Background: an optimization exercise with open tools, aiming at small area, a short achievable clock period and few clock cycles. Do not read the settings as production practice. In this exercise RTL edits were held to simulation tests only and were not proved equivalent to the original.

== north ==
// ytydla_cmac
module ytydla_cmac(ytydla_core_clk,
                   ytydla_core_rst_n,
                   mem2cmac_valid,
                   mem2cmac_dat_0,
                   mem2cmac_dat_1,
                   mem2cmac_dat_2,
                   mem2cmac_dat_3,
                   mem2cmac_dat_4,
                   mem2cmac_dat_5,
                   mem2cmac_dat_6,
                   mem2cmac_dat_7,
                   mem2cmac_dat_size,
                   mem2cmac_wt_0,
                   mem2cmac_wt_1,
                   mem2cmac_wt_2,
                   mem2cmac_wt_3,
                   mem2cmac_wt_4,
                   mem2cmac_wt_5,
                   mem2cmac_wt_6,
                   mem2cmac_wt_7,
                   cmac2mem_result,
                   cmac2mem_valid);
Size: about 3,200 cells after synthesis, about 30,000 µm² of cells after synthesis.
clock: 9.0 ns
lec_check: 0
cap_margin: 20
core_margin: 2
core_utilization: 45
cts_cluster_diameter: 150
cts_cluster_size: 40
place_density: 0.6
setup_slack_margin: 4.0
slew_margin: 20
standard.sh (not shown) runs the stock make flow with config.mk's settings and CLKGATE_MAP_FILE= SYNTH_SCRIPT=/design/flow/synth_recipe.tcl, a recipe that flattens the netlist after the stock synthesis.
==> flow/flow/run.sh <==
#!/bin/bash
# The standard layout (the standard.sh, all ORFS steps unchanged), except that the port
# buffers that global placement inserts use the plain sky130 buffer cell named below instead
# of the cell buffer_ports picks by default (a clock delay buffer).
set -euo pipefail
export BUFFER_PORTS_ARGS="-buffer_cell sky130_fd_sc_hd__buf_1"
bash standard.sh > standard_flow.log 2>&1
Testbench counts of north, summed over its fixed seeds: cycles 16,597.
### north -> south
# north
export LEC_CHECK = 0
export CAP_MARGIN = 20
export CORE_MARGIN = 2
export CORE_UTILIZATION = 45
export CTS_CLUSTER_DIAMETER = 150
export CTS_CLUSTER_SIZE = 40
export PLACE_DENSITY = 0.6
export SETUP_SLACK_MARGIN = 4.0
export SLEW_MARGIN = 20
create_clock -name core_clock -period 9.0 [get_ports {ytydla_core_clk}]
# south
export LEC_CHECK = 0
export CAP_MARGIN = 20
export CORE_MARGIN = 2
export CORE_UTILIZATION = 45
export PLACE_DENSITY = 0.6
export SETUP_SLACK_MARGIN = 4.0
export SLEW_MARGIN = 20
create_clock -name core_clock -period 9.0 [get_ports {ytydla_core_clk}]
## What came out
- Max-cap check violation count came out exactly the same in south and north.
- From north to south, post-detailed-routing wire length did not move at all.
- From south to north, layout clock buffer count did not move at all.
- ~same sum of overflow across all layers after global routing in south and north
- Compared with north, in south buffer share of cell area neither gained nor lost much, via count neither gained nor lost much, synthesized area neither gained nor lost much, count of inserted tapcells neither gained nor lost much.
- In summary, south completed successfully, with a layout that passed the timing, design-rule and antenna checks.
- Diff north..south | shortest clock period the worst path allows after layout | unchanged
- Comparing north with south, the mean routed wirelength per cell came out essentially unchanged.
Relative to south, the following input files were edited for east:
# south
export LEC_CHECK = 0
export CAP_MARGIN = 20
export CORE_MARGIN = 2
export CORE_UTILIZATION = 45
export PLACE_DENSITY = 0.6
export SETUP_SLACK_MARGIN = 4.0
export SLEW_MARGIN = 20
create_clock -name core_clock -period 9.0 [get_ports {ytydla_core_clk}]
# east
export LEC_CHECK = 0
export CAP_MARGIN = 20
export CORE_MARGIN = 2
export CORE_UTILIZATION = 55
export PLACE_DENSITY = 0.7
export SETUP_SLACK_MARGIN = 4.0
export SLEW_MARGIN = 20
create_clock -name core_clock -period 9.0 [get_ports {ytydla_core_clk}]
--- outcome ---
- Of east and south, the run reporting the higher global-route usage was east.
- [compare] base=south new=east: floorplan die area down 12,000 µm²; accumulated negative setup slack flat.
- Diff south -> east | number of filler instances in the final layout | down by more than a quarter
- Design area (lower): east
- Taking south as the reference, in east via count of the first global-routing pass +10%, count of flip-flops with a built-in enable after synthesis ~0 delta, effective utilization at floorplan went up 10 points.

* * *

Setup of T:
ytydla_cmac again, from the RTL that the note above started with.
export LEC_CHECK = 0
export CAP_MARGIN = 20
export CORE_MARGIN = 2
export CORE_UTILIZATION = 45
export PLACE_DENSITY = 0.5
export SETUP_SLACK_MARGIN = 4.0
export SLEW_MARGIN = 20
create_clock -name core_clock -period 9.0 [get_ports {ytydla_core_clk}]
Scripts as last shown in full above: flow/flow/run.sh
Testbench counts of T, summed over its fixed seeds: cycles 16,597.
[inputs] R vs T
- changing PLACE_DENSITY from 0.5 to 0.6
- changing SETUP_SLACK_MARGIN from 4.0 to 4.25
## What came out
- Final worst-path setup slack (lower): T
- R vs T on final design instance area without fill: R is the higher one.
- On R: final worst-path cycle share is 1.2 points lower than what T gave.
- Min post-route core utilization across T and R: T
- | sequential portion of the cell area | T vs R | ≈ equal |

* * *

== 10-23 ==
ytydla_cmac again, from the RTL that the note above started with.
export LEC_CHECK = 0
export CAP_MARGIN = 5
export CORE_MARGIN = 2
export CORE_UTILIZATION = 45
export PLACE_DENSITY = 0.6
export SETUP_SLACK_MARGIN = 4.0
export SLEW_MARGIN = 5
create_clock -name core_clock -period 9.0 [get_ports {ytydla_core_clk}]
Scripts as last shown in full above: flow/flow/run.sh
Testbench counts of 10-23, summed over its fixed seeds: cycles 16,597.
## Diff of input files: 06-15 against 10-23
Settings: a change of CAP_MARGIN from 5 to 20; a change of SLEW_MARGIN from 5 to 20; a change of SETUP_SLACK_MARGIN from 4.0 to 5.0.
==> comparison <==
06-15 finished end to end and its layout was clean on timing, DRC and antenna. Re slew of the pin with the lowest slew margin: 06-15 and 10-23 aren't equal, and the higher value belongs to 10-23. Diff 06-15 and 10-23: buffers plus inverters on the worst setup path higher in 10-23. 10-23 reports its standard cell with the maximum stage delay on the critical path as sky130_fd_sc_hd__fa_2 while 06-15 reports sky130_fd_sc_hd__a2111oi_4. Average instance area after synthesis: 10-23 vs 06-15 identical. The sum of met3 wire segment lengths after detailed routing in 06-15 was higher than what 10-23 gave. Changes observed in 06-15 relative to 10-23: fraction of cell area in non-clock buffers increased 6.4 points, half-perimeter wire length after placement went down 1800 µm. The higher total met2 wirelength after detailed routing came out of 06-15.

static timing again, ports no longer ideal:
Ports are ideal in the flow. The routed layouts listed here were re-timed in OpenROAD. Step 1 (the two cells are an assumption about what drives the block):
set clk [get_ports {ytydla_core_clk}]
set_driving_cell -lib_cell sky130_fd_sc_hd__clkbuf_16 $clk
set_driving_cell -lib_cell sky130_fd_sc_hd__buf_2 [delete_from_list [all_inputs] $clk]
Step 2 times the ports against the registers' clock, not the clock port: input delays grow and output delays shrink by t, the midpoint of the rising clock arrivals with the driver on. Slacks: ideal / step 1 / step 2; pairs: ideal / step 1.
run	t, ns	setup slack, ns	worst setup path after step 2	latest minus earliest clock arrival (ns)	pins driven straight from the clock port
north	0.569	4.028 / 3.972 / 3.587	input to register	0.015 / 0.014	1
south	0.569	4.028 / 3.972 / 3.587	input to register	0.015 / 0.014	1
east	0.546	3.905 / 3.851 / 3.530	input to register	0.021 / 0.021	1
T	0.564	3.984 / 3.932 / 3.627	input to register	0.026 / 0.026	1
R	0.567	4.095 / 4.042 / 3.907	input to register	0.028 / 0.028	1
10-23	0.571	4.022 / 3.966 / 3.594	input to register	0.015 / 0.015	1
06-15	0.569	4.076 / 4.013 / 4.271	input to register	0.023 / 0.022	1
After both steps setup and hold are still met in every run listed.
